Source: an optimization exercise on an open RTL-to-GDS flow (aim: small area). Production flows keep margins and buffers that such runs may drop.
The RTL was checked by simulation tests, not by an equivalence proof against the original design.
No driver is modelled on the clock port, so clock power and skew are understated where the tree is cut down; a real chip needs a root buffer or a tree.
Power and IR drop assume default switching activity.

== job 7694 ==
## Nexys3fpga
module Nexys3fpga (
	input 				clk100,
	input				rst,
	input				btnl, btnr,
	input				btnu, btnd,
	input				btns,
	input	[7:0]		sw,
	output	[7:0]		led,
	output 	[7:0]		seg,
	output	[3:0]		an
);
Size: ~450 cells after synthesis, about 82 flip-flops, ~35 I/O pins, ~3800 um2 of cells after synthesis.
==> flow/config.mk <==
export PLATFORM = sky130hd
export DESIGN_NAME = Nexys3fpga
export DESIGN_NICKNAME = Nexys3fpga
export VERILOG_FILES = /design/flow/design.v
export SDC_FILE = /design/flow/constraint.sdc
export NUM_CORES = 4
export LEC_CHECK = 0
export CAP_MARGIN = 20
export CORE_MARGIN = 2
export CORE_UTILIZATION = 85
export PLACE_DENSITY = 0.88
export SLEW_MARGIN = 20
==> flow/constraint.sdc <==
create_clock -name core_clock -period 10.0 [get_ports {clk100}]
set_input_delay 2.0000 -clock core_clock [delete_from_list [all_inputs] [get_ports {clk100}]]
set_output_delay 2.0000 -clock core_clock [all_outputs]
set_load 0.01 [all_outputs]
standard.sh (not shown) runs the stock make flow with config.mk's settings and CLKGATE_MAP_FILE= SYNTH_SCRIPT=/design/flow/synth_recipe.tcl, a recipe that flattens the netlist after the stock synthesis.
==> flow/flow/run.sh <==
#!/bin/bash
# The standard layout (standard.sh: the standard flow's config.mk, ORFS's own steps and
# synthesis script) with different arguments for three ORFS steps:
#  - synthesis leaves adders to abc (ADDER_MAP_FILE empty): Yosys's adder
#    extraction otherwise turns 2-input decodes into half-adder cells whose
#    sum output is unused.  Registers are untouched by this.
#  - port buffers use the smallest buffer, sky130_fd_sc_hd__buf_1 (every
#    input and output port still gets its own buffer);
#  - clock tree synthesis adds no dummy loads to balance the tree.
# Each tool's output is in the ORFS logs under orfs/logs/; make's output
# goes to standard.log.
set -euo pipefail
export ADDER_MAP_FILE=
export BUFFER_PORTS_ARGS="-buffer_cell sky130_fd_sc_hd__buf_1"
export CTS_ARGS="-sink_clustering_enable -repair_clock_nets -buf_list sky130_fd_sc_hd__clkbuf_8 -dont_use_dummy_load -sink_clustering_size 30 -sink_clustering_max_diameter 200 -sink_clustering_levels 1"
bash standard.sh finish > standard.log 2>&1
[inputs] job 170 vs job 7694
diff --git a/flow/flow/run.sh b/flow/flow/run.sh
--- a/flow/flow/run.sh
+++ b/flow/flow/run.sh
@@ -14,3 +14,3 @@
 export BUFFER_PORTS_ARGS="-buffer_cell sky130_fd_sc_hd__buf_1"
-export CTS_ARGS="-sink_clustering_enable -repair_clock_nets -buf_list sky130_fd_sc_hd__clkbuf_8 -dont_use_dummy_load -sink_clustering_size 30 -sink_clustering_max_diameter 200 -sink_clustering_levels 1"
+export CTS_ARGS="-sink_clustering_enable -repair_clock_nets -buf_list sky130_fd_sc_hd__clkbuf_8 -dont_use_dummy_load -sink_clustering_size 30 -sink_clustering_max_diameter 200 -sink_buffer_max_cap_derate 1.0"
 bash standard.sh finish > standard.log 2>&1
--- outcome ---
Comparing job 7694 against job 170, there is no change at all in count of endpoints failing hold in the final timing report. Static leakage essentially unchanged between job 7694 and job 170. Job 170 against job 7694: number of remaining DRC errors closely matched the old numbers; tightest slew margin relative to the limit flat.

* * *

Nexys3fpga, a different RTL version from the one above (not shown whole).
For scale: ~82 flip-flops, roughly 35 I/O pins.
==> flow/config.mk <==
export PLATFORM = sky130hd
export DESIGN_NAME = Nexys3fpga
export DESIGN_NICKNAME = Nexys3fpga
export VERILOG_FILES = /design/flow/design.v
export SDC_FILE = /design/flow/constraint.sdc
export NUM_CORES = 4
export LEC_CHECK = 0
export CAP_MARGIN = 20
export CORE_MARGIN = 2
export CORE_UTILIZATION = 85
export PLACE_DENSITY = 0.88
export SLEW_MARGIN = 20
==> flow/constraint.sdc <==
create_clock -name core_clock -period 10.0 [get_ports {clk100}]
set_input_delay 2.0000 -clock core_clock [delete_from_list [all_inputs] [get_ports {clk100}]]
set_output_delay 2.0000 -clock core_clock [all_outputs]
set_load 0.01 [all_outputs]
==> flow/flow/run.sh <==
#!/bin/bash
# The standard layout (standard.sh: the standard flow's config.mk, ORFS's own steps and
# its synthesis script) with different arguments for three ORFS steps:
#  - synthesis leaves adders to abc (ADDER_MAP_FILE empty): Yosys's adder
#    extraction otherwise turns 2-input decodes into half-adder cells whose
#    sum output is unused.  The registers and their names are the same.
#  - port buffers use the smallest buffer, sky130_fd_sc_hd__buf_1 (every
#    input and output port still gets its own buffer);
#  - clock tree: clock_buffers.tcl (sourced by ORFS's cts.tcl as its
#    PRE_CTS_TCL) replaces the tree synthesis call with MY_CLKBUF_COUNT
#    buffers fed by the clock port, each driving one group of nearby
#    registers; cts.tcl then legalises and repairs timing as usual.
# Each tool's output is in the ORFS logs under orfs/logs/; make's output
# goes to standard.log.
set -euo pipefail
export ADDER_MAP_FILE=
export BUFFER_PORTS_ARGS="-buffer_cell sky130_fd_sc_hd__buf_1"
export PRE_CTS_TCL="$PWD/flow/clock_buffers.tcl"
export MY_CLOCK_PORT=clk100
export MY_CLKBUF_CELL=sky130_fd_sc_hd__buf_12
export MY_CLKBUF_COUNT=3
bash standard.sh finish > standard.log 2>&1
==> flow/flow/clock_buffers.tcl <==
set ::my_nbuf $::env(MY_CLKBUF_COUNT)
set ::my_buf $::env(MY_CLKBUF_CELL)
rename clock_tree_synthesis orfs_clock_tree_synthesis
proc clock_tree_synthesis { args } {
  set block [ord::get_db_block]
  set db [ord::get_db]
  set port [$block findBTerm $::env(MY_CLOCK_PORT)]
  set net [$port getNet]
  set master [$db findMaster $::my_buf]
  set sinks {}
  foreach it [$net getITerms] {
    set inst [$it getInst]
    set bb [$inst getBBox]
    lappend sinks [list $it [expr {([$bb xMin] + [$bb xMax]) / 2.0}] [expr {([$bb yMin] + [$bb yMax]) / 2.0}]]
  }
  set n [llength $sinks]
  set k $::my_nbuf
  # k-means on the register locations, started from sinks spread along x
  set sorted [lsort -real -index 1 $sinks]
  set cent {}
  for {set i 0} {$i < $k} {incr i} {
    set s [lindex $sorted [expr {int(($i + 0.5) * $n / $k)}]]
    lappend cent [list [lindex $s 1] [lindex $s 2]]
  }
  for {set iter 0} {$iter < 50} {incr iter} {
    set groups {}
    for {set i 0} {$i < $k} {incr i} { lappend groups {} }
    foreach s $sinks {
      set best 0; set bd 1e30
      for {set i 0} {$i < $k} {incr i} {
        set c [lindex $cent $i]
        set d [expr {abs([lindex $s 1] - [lindex $c 0]) + abs([lindex $s 2] - [lindex $c 1])}]
        if {$d < $bd} { set bd $d; set best $i }
      }
      lset groups $best [concat [lindex $groups $best] [list $s]]
    }
    set cent {}
    foreach g $groups {
      set sx 0.0; set sy 0.0
      foreach s $g { set sx [expr {$sx + [lindex $s 1]}]; set sy [expr {$sy + [lindex $s 2]}] }
      set m [expr {max(1, [llength $g])}]
      lappend cent [list [expr {$sx / $m}] [expr {$sy / $m}]]
    }
  }
  set i 0
  foreach g $groups c $cent {
    if {[llength $g] == 0} { continue }
    set inst [odb::dbInst_create $block $master "clkbuf_reg_$i"]
    set onet [odb::dbNet_create $block "clknet_reg_$i"]
    $onet setSigType CLOCK
    [$inst findITerm A] connect $net
    [$inst findITerm X] connect $onet
    foreach s $g {
      set it [lindex $s 0]
      $it disconnect
      $it connect $onet
    }
    $inst setLocation [expr {int([lindex $c 0])}] [expr {int([lindex $c 1])}]
    $inst setPlacementStatus PLACED
    puts "clock buffer clkbuf_reg_$i ($::my_buf) drives [llength $g] registers"
    incr i
  }
  $net setSigType CLOCK
  set_propagated_clock [all_clocks]
}
The baseline completed without violations.
Edit:
--- a/flow/flow/run.sh
+++ b/flow/flow/run.sh
@@ -20 +20 @@
-export MY_CLKBUF_CELL=sky130_fd_sc_hd__buf_12
+export MY_CLKBUF_CELL=sky130_fd_sc_hd__clkbuf_16
Sequential power barely changes.
Worst hold slack barely changes.
Total power climbs by 0.91%.
Core utilization rises by 0.37 points.
Final area grows by 0.40%.
Worst setup slack got worse by 0.067 ns.
Critical path depth stays the same.
Routed wire length climbs by 1.6%.
No run of this note takes its clock network from TritonCTS; it comes from the design's own scripts or RTL.

* * *

job 101:
The RTL this note starts from:
==> flow/design.v <==
`default_nettype none
module db_sw (input wire clk, input wire rst, input wire samp, input wire in, output reg out);
	reg oe;
	reg [1:0] r;
	wire d = in ^ oe;
	always @(posedge clk) begin
		out  <= oe & ~rst;
		oe   <= ~rst & (oe ^ (samp & d & r[1] & ~r[0]));
		r[1] <= ~rst & (samp ? d & r[0] : r[1]);
		r[0] <= ~rst & (samp ? d & ~r[1] : r[0]);
	end
endmodule
module db_btn (input wire clk, input wire rst, input wire samp, input wire apply, input wire in, output reg out);
	reg [2:0] j;
	wire d = in ^ out;
	wire due = j[2] & ~j[0] & (out ? ~j[1] : j[1]);
	wire flip = due & apply;
	always @(posedge clk) begin
		out  <= ~rst & (out ^ flip);
		j[0] <= ~rst & (samp ? d & ~j[2] : j[0]);
		j[1] <= ~rst & (samp ? d & j[0] : j[1] & ~flip);
		j[2] <= ~rst & (samp ? d & j[1] : j[2] & ~flip);
	end
endmodule
`default_nettype none
module glyph (input wire [3:0] c, output wire [6:0] g);
	assign g[0] = ~((~c[3] & ~c[0]) | (~c[3] & ~c[1]) | (c[2] & ~c[1] & ~c[0]) | (c[2] & c[1] & c[0]));
	assign g[1] = (c[3] & ~c[1]) | (c[2] & ~c[1] & ~c[0]) | (~c[3] & c[2] & c[1] & c[0]);
	assign g[2] = (c[3] & ~c[0]) | (c[3] & c[2] & ~c[1]) | (~c[2] & c[1] & ~c[0]);
	assign g[3] = (c[3] & ~c[1]) | (~c[2] & c[1] & c[0]) | (c[2] & c[1] & ~c[0]);
	assign g[4] = (c[3]) | (~c[2] & c[0]) | (c[2] & ~c[0]);
	assign g[5] = ~((c[2] & c[0]) | (c[3] & c[1] & c[0]) | (~c[3] & ~c[1] & ~c[0]));
	assign g[6] = (c[3] & ~c[1]) | (~c[2] & ~c[1] & ~c[0]) | (c[2] & c[1] & ~c[0]) | (~c[3] & ~c[2] & c[1] & c[0]);
endmodule
`default_nettype none
module dstep (input wire [3:0] h, input wire dn, output wire [3:0] t,
              output wire is0, output wire is5, output wire is9);
	assign t[0] = (~h[0]) | (~dn & h[1]) | (dn & ~h[3]);
	assign t[1] = (~h[1]) | (h[3]) | (~dn & ~h[0]) | (dn & h[0]);
	assign t[2] = (~dn & h[3]) | (dn & ~h[1] & ~h[0]);
	assign t[3] = (h[3]) | (~dn & ~h[1] & h[0]) | (dn & ~h[1] & ~h[0]);
	assign is0 = (~h[2] & ~h[1] & ~h[0]);
	assign is5 = (h[2] & ~h[1] & ~h[0]);
	assign is9 = (h[3] & h[2]);
endmodule
module dstep3 (input wire [1:0] h, input wire dn, output wire [1:0] t);
	assign t[0] = 1'b1;
	assign t[1] = (~dn & ~h[0]) | (dn & h[0]);
endmodule
module dcode3 (input wire [1:0] h, output wire is0, output wire is3);
	assign is0 = h == 2'b00;
	assign is3 = h == 2'b01;
endmodule
module dcodes (output wire [3:0] blank, output wire [3:0] seg_a, output wire [3:0] seg_b,
               output wire [3:0] seg_c, output wire [3:0] seg_f, output wire [3:0] eight,
               output wire [3:0] w05);
	assign blank = 4'b1000;
	assign seg_a = 4'b1100;
	assign seg_b = 4'b1110;
	assign seg_c = 4'b1001;
	assign seg_f = 4'b1101;
	assign eight = 4'b0101;
	assign w05 = 4'b0100;
endmodule
`default_nettype none
module Nexys3fpga (
	input 				clk100,
	input				rst,
	input				btnl, btnr,
	input				btnu, btnd,
	input				btns,
	input	[7:0]		sw,
	output	[7:0]		led,
	output 	[7:0]		seg,
	output	[3:0]		an
);
	reg [2:0] q;
	always @(posedge clk100) begin
		q[2] <= rst | q[1];
		q[1] <= ~rst & q[0];
		q[0] <= rst | (~q[2] & (~q[1] | q[0]));
	end
	wire samp = ~q[2] &  q[1] &  q[0];       
	wire c0   =  q[2] &  q[1] &  q[0];       
	wire c1   =  q[2] &  q[1] & ~q[0];       
	wire x0   =  q[2] & ~q[1] &  q[0];       
	wire s2   =  q[2] & ~q[1] & ~q[0];       
	wire s3   = ~q[2] & ~q[1] & ~q[0];       
	wire s4   = ~q[2] & ~q[1] &  q[0];       
	reg [3:0] ec;
	always @(posedge clk100) begin
		ec[3] <= rst | ec[2];
		ec[2] <= ~rst & ec[1];
		ec[1] <= rst | ec[0];
		ec[0] <= rst | (~ec[0] & ~ec[1] & ec[3]) | (~ec[2] & ~ec[3]);
	end
	wire t10_1 = ec[3] & ec[2] & ec[1];      
	wire b_s, b_l, b_u, b_r, b_d;
	genvar gi;
	generate for (gi = 0; gi < 8; gi = gi + 1) begin : SWD
		db_sw u (.clk(clk100), .rst(rst), .samp(samp), .in(sw[gi]), .out(led[gi]));
	end endgenerate
	db_btn UBS (.clk(clk100), .rst(rst), .samp(samp), .apply(1'b1), .in(btns), .out(b_s));
	db_btn UBL (.clk(clk100), .rst(rst), .samp(samp), .apply(~c0), .in(btnl), .out(b_l));
	db_btn UBU (.clk(clk100), .rst(rst), .samp(samp), .apply(~c0), .in(btnu), .out(b_u));
	db_btn UBR (.clk(clk100), .rst(rst), .samp(samp), .apply(~c0), .in(btnr), .out(b_r));
	db_btn UBD (.clk(clk100), .rst(rst), .samp(samp), .apply(~c0), .in(btnd), .out(b_d));
	reg rd, started;
	always @(posedge clk100) begin
		rd      <= ~rst & b_s;
		started <= ~rst & (started | rd);
	end
	reg m_dn, m_up, m_fast;
	reg n_dn, n_up, n_fast;
	always @* begin
		case ({b_l, b_u, b_r, b_d})
			4'b1000, 4'b0001: {n_dn, n_up, n_fast} = 3'b100;
			4'b1001:          {n_dn, n_up, n_fast} = 3'b101;
			4'b0010, 4'b0100: {n_dn, n_up, n_fast} = 3'b010;
			4'b0110:          {n_dn, n_up, n_fast} = 3'b011;
			default:          {n_dn, n_up, n_fast} = 3'b000;
		endcase
	end
	always @(posedge clk100)
		if (rst || rd)
			{m_dn, m_up, m_fast} <= 3'b000;
		else if (c1)
			{m_dn, m_up, m_fast} <= {n_dn, n_up, n_fast};
	wire [3:0] K_BLANK, K_A, K_B, K_C, K_F, K_EIGHT, K_W05;
	dcodes DC (.blank(K_BLANK), .seg_a(K_A), .seg_b(K_B), .seg_c(K_C), .seg_f(K_F),
	           .eight(K_EIGHT), .w05(K_W05));
	reg [1:0] h3;
	reg [3:0] h2, h1;
	wire [3:0] t1, t2;
	wire h1is0, h1is9, h2is0, h2is5, h2is9;
	dstep S1 (.h(h1), .dn(m_dn), .t(t1), .is0(h1is0), .is5(), .is9(h1is9));
	dstep S2 (.h(h2), .dn(m_dn), .t(t2), .is0(h2is0), .is5(h2is5), .is9(h2is9));
	wire h3z, h3t;                               
	dcode3 D3 (.h(h3), .is0(h3z), .is3(h3t));
	wire step = (m_fast ? t10_1 : c1) & (m_dn | m_up);
	wire en2  = step & (m_dn ? h1is0 : h1is9);
	wire wrap = m_dn ? (h2is0 & h3z) : (h2is5 & h3t);    
	wire en3  = en2 & (m_dn ? h2is0 : (h2is9 | wrap));
	wire [3:0] m2 = wrap ? K_W05 : t2;           
	wire [1:0] m3;
	dstep3 S3 (.h(h3), .dn(m_dn), .t(m3));
	wire hr = rst | rd;
	always @(posedge clk100) begin
		h1 <= {4{~hr}} & (h1 ^ ({4{step}} & t1));
		h2 <= {4{~hr}} & (h2 ^ ({4{en2}} & m2));
		h3 <= {2{~hr}} & (h3 ^ ({2{en3}} & m3));
	end
	reg [1:0] di;
	wire adv = started ? c0 : samp;
	always @(posedge clk100)
		if (rst || rd)
			di <= 2'd0;
		else if (adv)
			di <= {di[1] ^ di[0], ~di[0]};
	assign an = rd ? 4'b1110 : ~(4'b0001 << di);
	wire [1:0] sel = rd ? 2'd0 : di;             
	reg rd2;
	always @(posedge clk100)
		rd2 <= ~rst & rd;
	wire [2:0] G_BLANK = K_BLANK[2:0], G_A = K_A[2:0], G_B = K_B[2:0],
	           G_C = K_C[2:0], G_F = K_F[2:0];
	reg [2:0] mg;
	always @* begin
		if (rd && !rd2)               mg = !started ? G_BLANK : di[0] ? G_C : G_F;
		else if (!started || rd || rd2) mg = G_BLANK;
		else if (c1 || s2)            mg = G_F;
		else if (s3 || s4)            mg = G_A;
		else                          mg = G_B;
	end
	reg [3:0] cr;
	reg       dpr;
	always @(posedge clk100)
		if (rst) begin
			cr <= K_BLANK;  dpr <= 1'b1;         
		end else if (x0) begin
			cr <= K_EIGHT;  dpr <= 1'b0;         
		end else begin
			case (sel)
				2'd0:    cr <= {1'b1, mg};
				2'd1:    cr <= h1;
				2'd2:    cr <= h2;
				default: cr <= {2'b00, h3};
			endcase
			dpr <= ~(sel[1] & ~sel[0]);
		end
	wire [6:0] gl;
	glyph GL (.c(cr), .g(gl));
	assign seg = {dpr, gl};
endmodule
`default_nettype wire
Settings: LEC_CHECK=0, CAP_MARGIN=20, CORE_MARGIN=2, CORE_UTILIZATION=85, PLACE_DENSITY=0.88, SLEW_MARGIN=20; clock period 10.0 ns.
==> flow/flow/run.sh <==
#!/bin/bash
# The standard layout (standard.sh: the standard flow's config.mk, ORFS's own steps and
# synthesis script) with different arguments for three ORFS steps:
#  - synthesis leaves adders to abc (ADDER_MAP_FILE empty): Yosys's adder
#    extraction otherwise turns 2-input decodes into half-adder cells whose
#    sum output is unused.  Registers are untouched by this.
#  - port buffers use the smallest buffer, sky130_fd_sc_hd__buf_1 (every
#    input and output port still gets its own buffer);
#  - clock tree synthesis adds no dummy loads to balance the tree.
# Each tool's output is in the ORFS logs under orfs/logs/; make's output
# goes to standard.log.
set -euo pipefail
export ADDER_MAP_FILE=
export BUFFER_PORTS_ARGS="-buffer_cell sky130_fd_sc_hd__buf_1"
export PRE_CTS_TCL="$PWD/flow/clock_buffers.tcl"
export MY_CLOCK_PORT=clk100
export MY_CLKBUF_CELL=sky130_fd_sc_hd__clkbuf_8
export MY_CLKBUF_COUNT=4
bash standard.sh finish > standard.log 2>&1
Scripts as last shown in full above: flow/flow/clock_buffers.tcl
Relative to job 101, the following input files were edited for job 102:
- CORE_UTILIZATION changed from 85 to 90
- PLACE_DENSITY changed from 0.88 to 0.92
-- flow/flow/run.sh --
<<< job 101, line 16
export MY_CLOCK_PORT=clk100
export MY_CLKBUF_CELL=sky130_fd_sc_hd__clkbuf_8
export MY_CLKBUF_COUNT=4
bash standard.sh finish > standard.log 2>&1
>>> job 102, line 16
export MY_CLOCK_PORT=clk100
export MY_CLKBUF_CELL=sky130_fd_sc_hd__clkbuf_16
export MY_CLKBUF_COUNT=3
bash standard.sh finish > standard.log 2>&1
--- outcome ---
Job 102 did not finish; a tool error ended it in global placement without I/O (3_1_place_gp_skip_io).
Comparing job 101 with job 102, the flip-flop and latch count after synthesis came out essentially unchanged.
Job 102 -> job 101: synthesized netlist net count delta 0, exact match
Relative to job 101, height of the die decreased by 1.9 um in job 102.
From job 101 to job 102, xor/xnor cell area share of the yosys netlist did not move at all.
Job 102 -> job 101: synthesized cell count delta 0, exact match
Summary of job 102 over job 101: die outline width -about 2.7%, count of standard-cell rows -4.2%, effective utilization at floorplan +6.4 points, cell area after synthesis ~0 delta.
Input changes introduced in job 103 (baseline for comparison: job 102):
-- flow/flow/run.sh --
<<< job 102, line 16
export MY_CLOCK_PORT=clk100
export MY_CLKBUF_CELL=sky130_fd_sc_hd__clkbuf_16
export MY_CLKBUF_COUNT=3
bash standard.sh finish > standard.log 2>&1
>>> job 103, line 16
export MY_CLOCK_PORT=clk100
export MY_CLKBUF_CELL=sky130_fd_sc_hd__clkbuf_8
export MY_CLKBUF_COUNT=4
bash standard.sh finish > standard.log 2>&1
- No final results exist for job 103, since it was stopped by error GPL-0301 during global placement without I/O (3_1_place_gp_skip_io).
- Re post-synthesis cell type count: no difference whatsoever between job 103 and job 102.
- Job 102 -> job 103: synthesized cell count delta 0, exact match
- Comparing job 103 against job 102, there is no change at all in register bit total from synthesis.
- Job 103 vs. job 102: starting density of the core essentially unchanged; die span in x essentially unchanged; die extent in y essentially unchanged; mux contribution to synthesized area essentially unchanged.
- As far as post-synthesis sequential area ratio is concerned, job 102 and job 103 perform about the same.
- Job 103 vs. job 102: number of enable-type register cells in the synthesized netlist barely changed; combined area of all synthesized cells essentially unchanged.
In job 101 the design's own scripts or RTL, not TritonCTS, make the clock network.

port drivers added, routing unchanged:
The flow's constraints put no driver on any port. The routed layouts listed below were extracted and timed again, unchanged, in two steps. Step 1 sets driving cells, clkbuf_16 on the clock port and buf_2 on the other inputs (assumed; they add their load-dependent delay and slew). Step 2, shift: input delay + t, output delay - t, t = (earliest + latest rising clock arrival at the registers) / 2. This alone moves slack from input paths to output paths. Three values: no drivers, after step 1, after step 2; two values: the first two.
| run | shift t [ns] | setup slack, ns | worst setup path after step 2 |
|---|---|---|---|
| job 7694 | 0.374 | 6.395 / 6.366 / 6.538 | input to register |
| job 170 | 0.374 | 6.395 / 6.366 / 6.538 | input to register |
| the first run of note 2 | 0.204 | 6.291 / 6.338 / 6.134 | input to register |
| the second run of note 2 | 0.223 | 6.224 / 6.267 / 6.044 | input to register |
| job 101 | 0.221 | 6.586 / 6.528 / 6.533 | input to register |
After both steps every run listed still meets setup and hold. For the second run of note 2, which loses most, drivers alone change the setup slack by +0.043 ns; drivers and shift together by -0.180 ns.
